From an optimization exercise on the open Yosys and OpenROAD flow, aimed at small area; shortcuts taken in it are not production practice.
The RTL was checked by simulation tests, not by an equivalence proof against the original design.

==> violet <==
## CLP
module CLP (
    input  wire                clk,
    input  wire                rst_n,
    input  wire [1199:0]       feature_in,
    input  wire [199:0]        weight_in,
    input  wire [23:0]         weight_scaler,
    input  wire [47:0]         bias_in,
    input  wire [3:0]          ctr,
    input  wire                enable,
    output wire                out_valid,
    output wire [47:0]         feature_out
);
  wire fn_0_0 = ~feature_in[0];
  wire fn_0_1 = ~feature_in[1];
  wire fn_0_2 = ~feature_in[2];
  wire fn_0_3 = ~feature_in[3];
  wire fn_0_4 = ~feature_in[4];
  wire fn_0_5 = ~feature_in[5];
  wire fn_0_6 = ~feature_in[6];
  wire fn_0_7 = ~feature_in[7];
  wire fn_0_8 = ~feature_in[8];
  wire fn_0_9 = ~feature_in[9];
  wire fn_0_10 = ~feature_in[10];
  wire fn_0_11 = ~feature_in[11];
  wire fn_0_12 = ~feature_in[12];
  wire fn_0_13 = ~feature_in[13];
  wire fn_0_14 = ~feature_in[14];
  wire fn_0_15 = ~feature_in[15];
  wire fn_0_16 = ~feature_in[16];
  wire fn_0_17 = ~feature_in[17];
  wire fn_0_18 = ~feature_in[18];
  wire fn_0_19 = ~feature_in[19];
  wire fn_0_20 = ~feature_in[20];
  wire fn_0_21 = ~feature_in[21];
  wire fn_0_22 = ~feature_in[22];
  wire fn_0_23 = ~feature_in[23];
  wire fn_1_0 = ~feature_in[24];
  wire fn_1_1 = ~feature_in[25];
  wire fn_1_2 = ~feature_in[26];
  ...
clock: 10.0 ns
lec_check: 0
abc_area: 1
cap_margin: 10
core_margin: 2
core_utilization: 40
slew_margin: 10
standard.sh (not shown) runs the stock make flow with config.mk's settings and CLKGATE_MAP_FILE= SYNTH_SCRIPT=/design/flow/synth_recipe.tcl, a recipe that flattens the netlist after the stock synthesis.
==> flow/flow/run.sh <==
#!/bin/bash
# Standard ORFS synthesis, then an inverter clean-up of the gate netlist
# (polfix.py: full adders may be used in flipped polarity), then the
# standard ORFS layout with the ports buffered by the smallest buffer cell.
set -euo pipefail
R=orfs/results/sky130hd/CLP/base
bash standard.sh synth > make_synth.log 2>&1
python3 flow/polfix.py $R/1_2_yosys.v $R/1_2_yosys_polfix.v > polfix.log 2>&1
cp $R/1_2_yosys.v $R/1_2_yosys_orig.v
cp $R/1_2_yosys_polfix.v $R/1_2_yosys.v
touch $R/1_2_yosys.v
bash standard.sh BUFFER_PORTS_ARGS="-buffer_cell sky130_fd_sc_hd__buf_1" finish > make_finish.log 2>&1
==> flow/flow/polfix.py <==
#!/usr/bin/env python3
"""Inverter cleanup for a flat sky130hd gate netlist written by Yosys.

A full adder is self-dual: FA(~a, ~b, ~c) = (~sum, ~cout). Each fa cell may
therefore be implemented in flipped polarity (all inputs and both outputs
complemented) without changing the function. This pass chooses a flip for
every fa cell to minimise the inverters needed, removes all inverters, and
re-inserts one inverter per net that some sink needs in the other polarity.

usage: polfix.py IN.v OUT.v
"""
import re, sys, random

src = open(sys.argv[1]).read()
m = re.search(r'\n(\s*)(sky130_fd_sc_hd__\w+)\s+(\S+)\s*\(', src)
head = src[:m.start() + 1]
body = src[m.start() + 1:]
end = body.rindex('endmodule')
tail = body[end:]
body = body[:end]

cell_re = re.compile(r'\s*(sky130_fd_sc_hd__\w+)\s+(\S+)\s*\((.*?)\);', re.S)
pin_re = re.compile(r'\.(\w+)\(([^()]*)\)')
cells = []
pos = 0
for mm in cell_re.finditer(body):
    assert body[pos:mm.start()].strip() == '', body[pos:mm.start()][:200]
    pos = mm.end()
    pins = [(p, n.strip()) for p, n in pin_re.findall(mm.group(3))]
    cells.append([mm.group(1), mm.group(2), pins])
assert body[pos:].strip() == ''

OUTPINS = {'X', 'Y', 'Q', 'Q_N', 'SUM', 'COUT', 'HI', 'LO'}
isinv = lambda t: re.match(r'sky130_fd_sc_hd__(clk)?inv_\d+$', t) is not None
isfa = lambda t: re.match(r'sky130_fd_sc_hd__fa_\d+$', t) is not None

# output ports are sinks with fixed polarity
outports = set()
for mo in re.finditer(r'^\s*output\s+(\[(\d+):(\d+)\]\s*)?(\S+);', head, re.M):
    if mo.group(1):
        hi, lo = int(mo.group(2)), int(mo.group(3))
        for i in range(min(hi, lo), max(hi, lo) + 1):
            outports.add('%s[%d]' % (mo.group(4), i))
    else:
        outports.add(mo.group(4))

driver = {}
for ci, (t, n, pins) in enumerate(cells):
    for p, net in pins:
        if p in OUTPINS:
            driver[net] = (ci, p)

# inverters to remove: all whose output is not an output port
rem = set()
inv_in = {}
for ci, (t, n, pins) in enumerate(cells):
    if isinv(t):
        d = dict(pins)
        if d['Y'] in outports:
            continue
        rem.add(ci)
        inv_in[d['Y']] = d['A']


def base(net):
    par = 0
    seen = 0
    while net in inv_in:
        net = inv_in[net]
        par ^= 1
        seen += 1
        assert seen < 100
    return net, par


# sinks: (cell index or -1 for port, pin, base net, parity)
sinks = {}
for ci, (t, n, pins) in enumerate(cells):
    if ci in rem:
        continue
    for p, net in pins:
        if p in OUTPINS:
            continue
        if not net or net.startswith("1'") or net.startswith("'"):
            continue
        b, par = base(net)
        sinks.setdefault(b, []).append((ci, p, par))
for net in outports:
    if net in inv_in:
        b, par = base(net)
        sinks.setdefault(b, []).append((-1, net, par))

fas = [ci for ci, c in enumerate(cells) if isfa(c[0])]
flip = {ci: 0 for ci in fas}


def xcell(ci):
    return flip.get(ci, 0)


def netcost(b):
    d = driver.get(b)
    avail = xcell(d[0]) if d else 0
    need = set()
    for ci, p, par in sinks.get(b, []):
        need.add(par ^ (xcell(ci) if ci >= 0 else 0) ^ avail)
    return 1 if 1 in need else 0


# nets touched by each fa
touch = {}
for ci in fas:
    nets = set()
    for p, net in cells[ci][2]:
        if p in OUTPINS:
            nets.add(net)
        else:
            nets.add(base(net)[0])
    touch[ci] = nets

allnets = set(sinks)
before = sum(netcost(b) for b in allnets)

# simulated annealing over the flips, starting from no flips
import math
rng = random.Random(1)
cur = before
best = cur
bestflip = dict(flip)
N = len(fas)
steps = 400 * N
T0, T1 = 1.5, 0.02
for st in range(steps):
    T = T0 * (T1 / T0) ** (st / steps)
    ci = fas[rng.randrange(N)]
    c0 = sum(netcost(b) for b in touch[ci])
    flip[ci] ^= 1
    c1 = sum(netcost(b) for b in touch[ci])
    dlt = c1 - c0
    if dlt <= 0 or rng.random() < math.exp(-dlt / T):
        cur += dlt
        if cur < best:
            best = cur
            bestflip = dict(flip)
    else:
        flip[ci] ^= 1
flip = bestflip
after = sum(netcost(b) for b in allnets)

# rebuild
esc = lambda n: n + ' ' if n.startswith('\\') else n
invnet = {}
newcells = []
for b in sorted(allnets):
    if netcost(b):
        nn = 'pfx_inv_' + re.sub(r'\W', '_', b)
        invnet[b] = nn
for ci, (t, n, pins) in enumerate(cells):
    if ci in rem:
        continue
    newpins = []
    for p, net in pins:
        if p in OUTPINS or not net or net.startswith("1'") or net.startswith("'"):
            newpins.append((p, net))
            continue
        b, par = base(net)
        d = driver.get(b)
        avail = xcell(d[0]) if d else 0
        needinv = par ^ xcell(ci) ^ avail
        newpins.append((p, invnet[b] if needinv else b))
    cells[ci][2] = newpins
# output ports driven through removed inverters: none (kept)
out = [head]
for b, nn in invnet.items():
    out.append('  wire %s;\n' % nn)
k = 0
for ci, (t, n, pins) in enumerate(cells):
    if ci in rem:
        continue
    out.append('  %s %s (\n%s\n  );\n' % (t, n, ',\n'.join('    .%s(%s)' % (p, esc(q)) for p, q in pins)))
for b, nn in invnet.items():
    k += 1
    out.append('  sky130_fd_sc_hd__inv_1 pfx_inv_%d (\n    .A(%s),\n    .Y(%s)\n  );\n' % (k, esc(b), nn))
out.append(tail)
open(sys.argv[2], 'w').write(''.join(out))
sys.stderr.write('polfix: %d fa, %d inverters removed, %d before-model, %d inserted, %d flipped\n'
                 % (len(fas), len(rem), before, len(invnet), sum(flip.values())))
==> raven: changes against violet <==
--- a/flow/design.v
+++ b/flow/design.v
@@ -13246,14 +13246,25 @@
   wire w9241 = w9209 | (w9210 & w9193);
   wire w9242 = w9210 & w9194;
   wire w9243 = w9077 | (w9078 & w9241);
   wire w9244 = w9078 & w9242;
   wire w9245 = w9113 | (w9114 & w9241);
   wire w9246 = w9114 & w9242;
   wire [33:0] prod1 = {w9080 ^ w9243, w9078 ^ w9241, w9076 ^ w9239, w9074 ^ w9237, w9072 ^ w9235, w9070 ^ w9233, w9068 ^ w9231, w9066 ^ w9229, w9064 ^ w9227, w9062 ^ w9225, w9060 ^ w9223, w9058 ^ w9221, w9056 ^ w9219, w9054 ^ w9217, w9052 ^ w9215, w9050 ^ w9213, w9048 ^ w9211, w9046 ^ w9193, w9044 ^ w9191, w9042 ^ w9189, w9040 ^ w9187, w9038 ^ w9185, w9036 ^ w9183, w9034 ^ w9181, w9032 ^ w9179, w9030 ^ w9153, w9028 ^ w9151, w9026 ^ w9149, w9024 ^ w9147, w9022 ^ w9117, w9020 ^ w9115, w9018 ^ w9081, w9016 ^ w9013, w9014};
+  reg [23:0] pr0, pr1;
+  reg        vld2;
+  always @(posedge clk) begin
+    pr0 <= prod0[33:10];
+    pr1 <= prod1[33:10];
+  end
+  always @(posedge clk or negedge rst_n)
+    if (!rst_n) vld2 <= 1'b0;
+    else        vld2 <= vld;
   wire md_lin  = (ctr == 4'b0111);
   wire md_relu = (ctr == 4'b1000);
-  wire keep0 = md_lin | (md_relu & ~prod0[33]);
-  wire keep1 = md_lin | (md_relu & ~prod1[33]);
-  assign feature_out = {prod1[33:10] & {24{keep1}}, prod0[33:10] & {24{keep0}}};
-  assign out_valid = vld & (md_lin | md_relu);
+  wire [23:0] r0 = pr0;
+  wire [23:0] r1 = pr1;
+  wire keep0 = md_lin | (md_relu & ~r0[23]);
+  wire keep1 = md_lin | (md_relu & ~r1[23]);
+  assign feature_out = {r1 & {24{keep1}}, r0 & {24{keep0}}};
+  assign out_valid = vld2 & (md_lin | md_relu);
 endmodule
==> flow/flow/run.sh (replaced) <==
#!/bin/bash
set -euo pipefail
R=orfs/results/sky130hd/CLP/base
bash standard.sh synth > make_synth.log 2>&1
python3 flow/polfix.py $R/1_2_yosys.v $R/1_2_yosys_polfix.v > polfix.log 2>&1
cp $R/1_2_yosys.v $R/1_2_yosys_orig.v
cp $R/1_2_yosys_polfix.v $R/1_2_yosys.v
touch $R/1_2_yosys.v
bash standard.sh BUFFER_PORTS_ARGS="-buffer_cell sky130_fd_sc_hd__buf_1" finish > make_finish.log 2>&1
--- a/flow/flow/polfix.py
+++ b/flow/flow/polfix.py
@@ -27,14 +27,58 @@
     assert body[pos:mm.start()].strip() == '', body[pos:mm.start()][:200]
     pos = mm.end()
     pins = [(p, n.strip()) for p, n in pin_re.findall(mm.group(3))]
     cells.append([mm.group(1), mm.group(2), pins])
 assert body[pos:].strip() == ''
 
 OUTPINS = {'X', 'Y', 'Q', 'Q_N', 'SUM', 'COUT', 'HI', 'LO'}
+
+# select rewrite: t = o21ai(A1=f, A2=y, B1=nand2(f, x)) = f ? x : ~y
+# becomes ~t = o22ai(~f, x, f, ~y) (consensus form); the inverters added here
+# are folded by the polarity pass below.
+if '--noselect' not in sys.argv:
+    drv0 = {}
+    use0 = {}
+    for ci, (t, n, pins) in enumerate(cells):
+        for p, net in pins:
+            if p in ('X', 'Y', 'Q', 'Q_N', 'SUM', 'COUT', 'HI', 'LO'):
+                drv0[net] = ci
+            else:
+                use0[net] = use0.get(net, 0) + 1
+    dead = set()
+    extra = []
+    nsel = 0
+    for ci, (t, n, pins) in enumerate(cells):
+        if not re.match(r'sky130_fd_sc_hd__o21ai_[01]$', t):
+            continue
+        d = dict(pins)
+        nb = d['B1']
+        ni = drv0.get(nb)
+        if ni is None or ni in dead or use0.get(nb) != 1:
+            continue
+        if not re.match(r'sky130_fd_sc_hd__nand2_1$', cells[ni][0]):
+            continue
+        dn = dict(cells[ni][2])
+        common = {dn['A'], dn['B']} & {d['A1'], d['A2']}
+        if len(common) != 1:
+            continue
+        f = common.pop()
+        x = dn['B'] if dn['A'] == f else dn['A']
+        y = d['A2'] if d['A1'] == f else d['A1']
+        nsel += 1
+        tag = 'pfs%d' % nsel
+        fn, yn, tn = tag + '_fn', tag + '_yn', tag + '_tn'
+        cells[ci] = ['sky130_fd_sc_hd__o22ai_1', n,
+                     [('A1', fn), ('A2', x), ('B1', f), ('B2', yn), ('Y', tn)]]
+        extra.append(['sky130_fd_sc_hd__inv_1', tag + '_i1', [('A', f), ('Y', fn)]])
+        extra.append(['sky130_fd_sc_hd__inv_1', tag + '_i2', [('A', y), ('Y', yn)]])
+        extra.append(['sky130_fd_sc_hd__inv_1', tag + '_i3', [('A', tn), ('Y', d['Y'])]])
+        dead.add(ni)
+    cells = [c for i, c in enumerate(cells) if i not in dead] + extra
+    sys.stderr.write('polfix: %d selects rewritten\n' % nsel)
 isinv = lambda t: re.match(r'sky130_fd_sc_hd__(clk)?inv_\d+$', t) is not None
 isfa = lambda t: re.match(r'sky130_fd_sc_hd__fa_\d+$', t) is not None
 
 # output ports are sinks with fixed polarity
 outports = set()
 for mo in re.finditer(r'^\s*output\s+(\[(\d+):(\d+)\]\s*)?(\S+);', head, re.M):
     if mo.group(1):
@@ -46,32 +90,45 @@
 
 driver = {}
 for ci, (t, n, pins) in enumerate(cells):
     for p, net in pins:
         if p in OUTPINS:
             driver[net] = (ci, p)
 
-# inverters to remove: all whose output is not an output port
+# buffers are dropped (the placer removes them anyway); inverters are
+# removed unless they drive an output port
+isbuf = lambda t: re.match(r'sky130_fd_sc_hd__(clk)?buf_\d+$', t) is not None
+bufsrc = {}
+for ci, (t, n, pins) in enumerate(cells):
+    if isbuf(t):
+        d = dict(pins)
+        if d['X'] not in outports:
+            bufsrc[d['X']] = d['A']
 rem = set()
 inv_in = {}
 for ci, (t, n, pins) in enumerate(cells):
+    if isbuf(t) and dict(pins)['X'] in bufsrc:
+        rem.add(ci)
     if isinv(t):
         d = dict(pins)
         if d['Y'] in outports:
             continue
         rem.add(ci)
         inv_in[d['Y']] = d['A']
 
 
 def base(net):
     par = 0
     seen = 0
-    while net in inv_in:
-        net = inv_in[net]
-        par ^= 1
+    while net in inv_in or net in bufsrc:
+        if net in bufsrc:
+            net = bufsrc[net]
+        else:
+            net = inv_in[net]
+            par ^= 1
         seen += 1
         assert seen < 100
     return net, par
 
 
 # sinks: (cell index or -1 for port, pin, base net, parity)
 sinks = {}
@@ -165,23 +222,51 @@
             continue
         b, par = base(net)
         d = driver.get(b)
         avail = xcell(d[0]) if d else 0
         needinv = par ^ xcell(ci) ^ avail
         newpins.append((p, invnet[b] if needinv else b))
     cells[ci][2] = newpins
+# drivers of high-fanout nets get a stronger cell of the same function
+if '--upsize' in sys.argv:
+    libcells = set(re.findall(r'cell \("?(sky130_fd_sc_hd__\w+)"?\)', open(
+        '/OpenROAD-flow-scripts/flow/platforms/sky130hd/lib/sky130_fd_sc_hd__tt_025C_1v80.lib').read()))
+    fo = {}
+    for ci, (t, n, pins) in enumerate(cells):
+        if ci in rem:
+            continue
+        for p, net in pins:
+            if p not in OUTPINS:
+                fo[net] = fo.get(net, 0) + 1
+    for b, nn in invnet.items():
+        pass
+    nup = 0
+    for ci, (t, n, pins) in enumerate(cells):
+        if ci in rem or isfa(t) or 'df' in t:
+            continue
+        outs = [net for p, net in pins if p in OUTPINS]
+        if len(outs) != 1 or fo.get(outs[0], 0) < 16:
+            continue
+        mm = re.match(r'(sky130_fd_sc_hd__\w+)_(\d+)$', t)
+        for sz in ('4', '2'):
+            if mm.group(1) + '_' + sz in libcells:
+                cells[ci][0] = mm.group(1) + '_' + sz
+                nup += 1
+                break
+    sys.stderr.write('polfix: %d drivers upsized\n' % nup)
 # output ports driven through removed inverters: none (kept)
 out = [head]
 for b, nn in invnet.items():
     out.append('  wire %s;\n' % nn)
 k = 0
 for ci, (t, n, pins) in enumerate(cells):
     if ci in rem:
         continue
     out.append('  %s %s (\n%s\n  );\n' % (t, n, ',\n'.join('    .%s(%s)' % (p, esc(q)) for p, q in pins)))
 for b, nn in invnet.items():
     k += 1
-    out.append('  sky130_fd_sc_hd__inv_1 pfx_inv_%d (\n    .A(%s),\n    .Y(%s)\n  );\n' % (k, esc(b), nn))
+    isz = '4' if '--upsize' in sys.argv and fo.get(nn, 0) >= 16 else '1'
+    out.append('  sky130_fd_sc_hd__inv_%s pfx_inv_%d (\n    .A(%s),\n    .Y(%s)\n  );\n' % (isz, k, esc(b), nn))
 out.append(tail)
 open(sys.argv[2], 'w').write(''.join(out))
 sys.stderr.write('polfix: %d fa, %d inverters removed, %d before-model, %d inserted, %d flipped\n'
                  % (len(fas), len(rem), before, len(invnet), sum(flip.values())))
==> lagoon: changes against violet <==
--- a/flow/design.v
+++ b/flow/design.v
@@ -13246,14 +13246,25 @@
   wire w9241 = w9209 | (w9210 & w9193);
   wire w9242 = w9210 & w9194;
   wire w9243 = w9077 | (w9078 & w9241);
   wire w9244 = w9078 & w9242;
   wire w9245 = w9113 | (w9114 & w9241);
   wire w9246 = w9114 & w9242;
   wire [33:0] prod1 = {w9080 ^ w9243, w9078 ^ w9241, w9076 ^ w9239, w9074 ^ w9237, w9072 ^ w9235, w9070 ^ w9233, w9068 ^ w9231, w9066 ^ w9229, w9064 ^ w9227, w9062 ^ w9225, w9060 ^ w9223, w9058 ^ w9221, w9056 ^ w9219, w9054 ^ w9217, w9052 ^ w9215, w9050 ^ w9213, w9048 ^ w9211, w9046 ^ w9193, w9044 ^ w9191, w9042 ^ w9189, w9040 ^ w9187, w9038 ^ w9185, w9036 ^ w9183, w9034 ^ w9181, w9032 ^ w9179, w9030 ^ w9153, w9028 ^ w9151, w9026 ^ w9149, w9024 ^ w9147, w9022 ^ w9117, w9020 ^ w9115, w9018 ^ w9081, w9016 ^ w9013, w9014};
+  reg [23:0] pr0, pr1;
+  reg        vld2;
+  always @(posedge clk) begin
+    pr0 <= prod0[33:10];
+    pr1 <= prod1[33:10];
+  end
+  always @(posedge clk or negedge rst_n)
+    if (!rst_n) vld2 <= 1'b0;
+    else        vld2 <= vld;
   wire md_lin  = (ctr == 4'b0111);
   wire md_relu = (ctr == 4'b1000);
-  wire keep0 = md_lin | (md_relu & ~prod0[33]);
-  wire keep1 = md_lin | (md_relu & ~prod1[33]);
-  assign feature_out = {prod1[33:10] & {24{keep1}}, prod0[33:10] & {24{keep0}}};
-  assign out_valid = vld & (md_lin | md_relu);
+  wire [23:0] r0 = pr0;
+  wire [23:0] r1 = pr1;
+  wire keep0 = md_lin | (md_relu & ~r0[23]);
+  wire keep1 = md_lin | (md_relu & ~r1[23]);
+  assign feature_out = {r1 & {24{keep1}}, r0 & {24{keep0}}};
+  assign out_valid = vld2 & (md_lin | md_relu);
 endmodule
==> flow/flow/run.sh (replaced) <==
#!/bin/bash
set -euo pipefail
R=orfs/results/sky130hd/CLP/base
bash standard.sh synth > make_synth.log 2>&1
python3 flow/polfix.py $R/1_2_yosys.v $R/1_2_yosys_polfix.v > polfix.log 2>&1
cp $R/1_2_yosys.v $R/1_2_yosys_orig.v
cp $R/1_2_yosys_polfix.v $R/1_2_yosys.v
touch $R/1_2_yosys.v
bash standard.sh BUFFER_PORTS_ARGS="-buffer_cell sky130_fd_sc_hd__buf_1" finish > make_finish.log 2>&1
--- a/flow/flow/polfix.py
+++ b/flow/flow/polfix.py
@@ -27,14 +27,58 @@
     assert body[pos:mm.start()].strip() == '', body[pos:mm.start()][:200]
     pos = mm.end()
     pins = [(p, n.strip()) for p, n in pin_re.findall(mm.group(3))]
     cells.append([mm.group(1), mm.group(2), pins])
 assert body[pos:].strip() == ''
 
 OUTPINS = {'X', 'Y', 'Q', 'Q_N', 'SUM', 'COUT', 'HI', 'LO'}
+
+# select rewrite: t = o21ai(A1=f, A2=y, B1=nand2(f, x)) = f ? x : ~y
+# becomes ~t = o22ai(~f, x, f, ~y) (consensus form); the inverters added here
+# are folded by the polarity pass below.
+if '--noselect' not in sys.argv:
+    drv0 = {}
+    use0 = {}
+    for ci, (t, n, pins) in enumerate(cells):
+        for p, net in pins:
+            if p in ('X', 'Y', 'Q', 'Q_N', 'SUM', 'COUT', 'HI', 'LO'):
+                drv0[net] = ci
+            else:
+                use0[net] = use0.get(net, 0) + 1
+    dead = set()
+    extra = []
+    nsel = 0
+    for ci, (t, n, pins) in enumerate(cells):
+        if not re.match(r'sky130_fd_sc_hd__o21ai_[01]$', t):
+            continue
+        d = dict(pins)
+        nb = d['B1']
+        ni = drv0.get(nb)
+        if ni is None or ni in dead or use0.get(nb) != 1:
+            continue
+        if not re.match(r'sky130_fd_sc_hd__nand2_1$', cells[ni][0]):
+            continue
+        dn = dict(cells[ni][2])
+        common = {dn['A'], dn['B']} & {d['A1'], d['A2']}
+        if len(common) != 1:
+            continue
+        f = common.pop()
+        x = dn['B'] if dn['A'] == f else dn['A']
+        y = d['A2'] if d['A1'] == f else d['A1']
+        nsel += 1
+        tag = 'pfs%d' % nsel
+        fn, yn, tn = tag + '_fn', tag + '_yn', tag + '_tn'
+        cells[ci] = ['sky130_fd_sc_hd__o22ai_1', n,
+                     [('A1', fn), ('A2', x), ('B1', f), ('B2', yn), ('Y', tn)]]
+        extra.append(['sky130_fd_sc_hd__inv_1', tag + '_i1', [('A', f), ('Y', fn)]])
+        extra.append(['sky130_fd_sc_hd__inv_1', tag + '_i2', [('A', y), ('Y', yn)]])
+        extra.append(['sky130_fd_sc_hd__inv_1', tag + '_i3', [('A', tn), ('Y', d['Y'])]])
+        dead.add(ni)
+    cells = [c for i, c in enumerate(cells) if i not in dead] + extra
+    sys.stderr.write('polfix: %d selects rewritten\n' % nsel)
 isinv = lambda t: re.match(r'sky130_fd_sc_hd__(clk)?inv_\d+$', t) is not None
 isfa = lambda t: re.match(r'sky130_fd_sc_hd__fa_\d+$', t) is not None
 
 # output ports are sinks with fixed polarity
 outports = set()
 for mo in re.finditer(r'^\s*output\s+(\[(\d+):(\d+)\]\s*)?(\S+);', head, re.M):
     if mo.group(1):
@@ -46,32 +90,45 @@
 
 driver = {}
 for ci, (t, n, pins) in enumerate(cells):
     for p, net in pins:
         if p in OUTPINS:
             driver[net] = (ci, p)
 
-# inverters to remove: all whose output is not an output port
+# buffers are dropped (the placer removes them anyway); inverters are
+# removed unless they drive an output port
+isbuf = lambda t: re.match(r'sky130_fd_sc_hd__(clk)?buf_\d+$', t) is not None
+bufsrc = {}
+for ci, (t, n, pins) in enumerate(cells):
+    if isbuf(t):
+        d = dict(pins)
+        if d['X'] not in outports:
+            bufsrc[d['X']] = d['A']
 rem = set()
 inv_in = {}
 for ci, (t, n, pins) in enumerate(cells):
+    if isbuf(t) and dict(pins)['X'] in bufsrc:
+        rem.add(ci)
     if isinv(t):
         d = dict(pins)
         if d['Y'] in outports:
             continue
         rem.add(ci)
         inv_in[d['Y']] = d['A']
 
 
 def base(net):
     par = 0
     seen = 0
-    while net in inv_in:
-        net = inv_in[net]
-        par ^= 1
+    while net in inv_in or net in bufsrc:
+        if net in bufsrc:
+            net = bufsrc[net]
+        else:
+            net = inv_in[net]
+            par ^= 1
         seen += 1
         assert seen < 100
     return net, par
 
 
 # sinks: (cell index or -1 for port, pin, base net, parity)
 sinks = {}
@@ -165,23 +222,51 @@
             continue
         b, par = base(net)
         d = driver.get(b)
         avail = xcell(d[0]) if d else 0
         needinv = par ^ xcell(ci) ^ avail
         newpins.append((p, invnet[b] if needinv else b))
     cells[ci][2] = newpins
+# drivers of high-fanout nets get a stronger cell of the same function
+if '--upsize' in sys.argv:
+    libcells = set(re.findall(r'cell \("?(sky130_fd_sc_hd__\w+)"?\)', open(
+        '/OpenROAD-flow-scripts/flow/platforms/sky130hd/lib/sky130_fd_sc_hd__tt_025C_1v80.lib').read()))
+    fo = {}
+    for ci, (t, n, pins) in enumerate(cells):
+        if ci in rem:
+            continue
+        for p, net in pins:
+            if p not in OUTPINS:
+                fo[net] = fo.get(net, 0) + 1
+    for b, nn in invnet.items():
+        pass
+    nup = 0
+    for ci, (t, n, pins) in enumerate(cells):
+        if ci in rem or isfa(t) or 'df' in t:
+            continue
+        outs = [net for p, net in pins if p in OUTPINS]
+        if len(outs) != 1 or fo.get(outs[0], 0) < 16:
+            continue
+        mm = re.match(r'(sky130_fd_sc_hd__\w+)_(\d+)$', t)
+        for sz in ('4', '2'):
+            if mm.group(1) + '_' + sz in libcells:
+                cells[ci][0] = mm.group(1) + '_' + sz
+                nup += 1
+                break
+    sys.stderr.write('polfix: %d drivers upsized\n' % nup)
 # output ports driven through removed inverters: none (kept)
 out = [head]
 for b, nn in invnet.items():
     out.append('  wire %s;\n' % nn)
 k = 0
 for ci, (t, n, pins) in enumerate(cells):
     if ci in rem:
         continue
     out.append('  %s %s (\n%s\n  );\n' % (t, n, ',\n'.join('    .%s(%s)' % (p, esc(q)) for p, q in pins)))
 for b, nn in invnet.items():
     k += 1
-    out.append('  sky130_fd_sc_hd__inv_1 pfx_inv_%d (\n    .A(%s),\n    .Y(%s)\n  );\n' % (k, esc(b), nn))
+    isz = '4' if '--upsize' in sys.argv and fo.get(nn, 0) >= 16 else '1'
+    out.append('  sky130_fd_sc_hd__inv_%s pfx_inv_%d (\n    .A(%s),\n    .Y(%s)\n  );\n' % (isz, k, esc(b), nn))
 out.append(tail)
 open(sys.argv[2], 'w').write(''.join(out))
 sys.stderr.write('polfix: %d fa, %d inverters removed, %d before-model, %d inserted, %d flipped\n'
                  % (len(fas), len(rem), before, len(invnet), sum(flip.values())))
- CORE_UTILIZATION: 40 -> 50
- CTS_BUF_LIST: not set -> sky130_fd_sc_hd__clkbuf_4 sky130_fd_sc_hd__clkbuf_8
==> summary.txt <==
In area after synthesis, lagoon and raven do not differ.
Against raven, the synthesized cell count of violet is higher by 18%.
Critical path depth: violet is higher than raven (18).
Final cell count: raven is lower than violet (about 8%).
Of raven and violet, raven has the higher flip-flop and latch count (gap 49).
Of violet and raven, raven has the higher utilization (gap 0.92 points).
In raven the first-iteration DRC count is higher than in violet, by about 60%.
violet produced a clean layout. lagoon stopped in 5_1_grt (GRT-0116). raven completed, yet does not pass: max-capacitance violations, max-slew violations.
Between violet and raven, the lower worst setup slack is in violet (gap 210 ps).
In raven the non-clock buffer count is lower than in violet, by 154.

## what the ideal ports hide
How much do the figures lean on ideal ports? The routed layouts below were timed once more, with nothing changed but the port constraints. Step 1: set_driving_cell puts a clkbuf_16 on clk and a buf_2 on each other input, an assumption about the parent block. Step 2 moves the port delays by t, midway between the first and last clock arrival at a register: inputs arrive t later, outputs are due t later. That takes back most of the time a late clock gives input paths. Three values: ideal, step 1, step 2; two values: the first two.
| run | shift t [ns] | slack for setup (ns) | cell pins on the clock port's net |
|---|---|---|---|
| violet | 0.442 | 0.107 / 0.045 / -0.271 | 1 |
| raven | 0.638 | 0.312 / 0.379 / -0.259 | 1 |
The setup slack of raven, which loses most, moves by +0.067 ns with the drivers and by -0.571 ns with both steps.
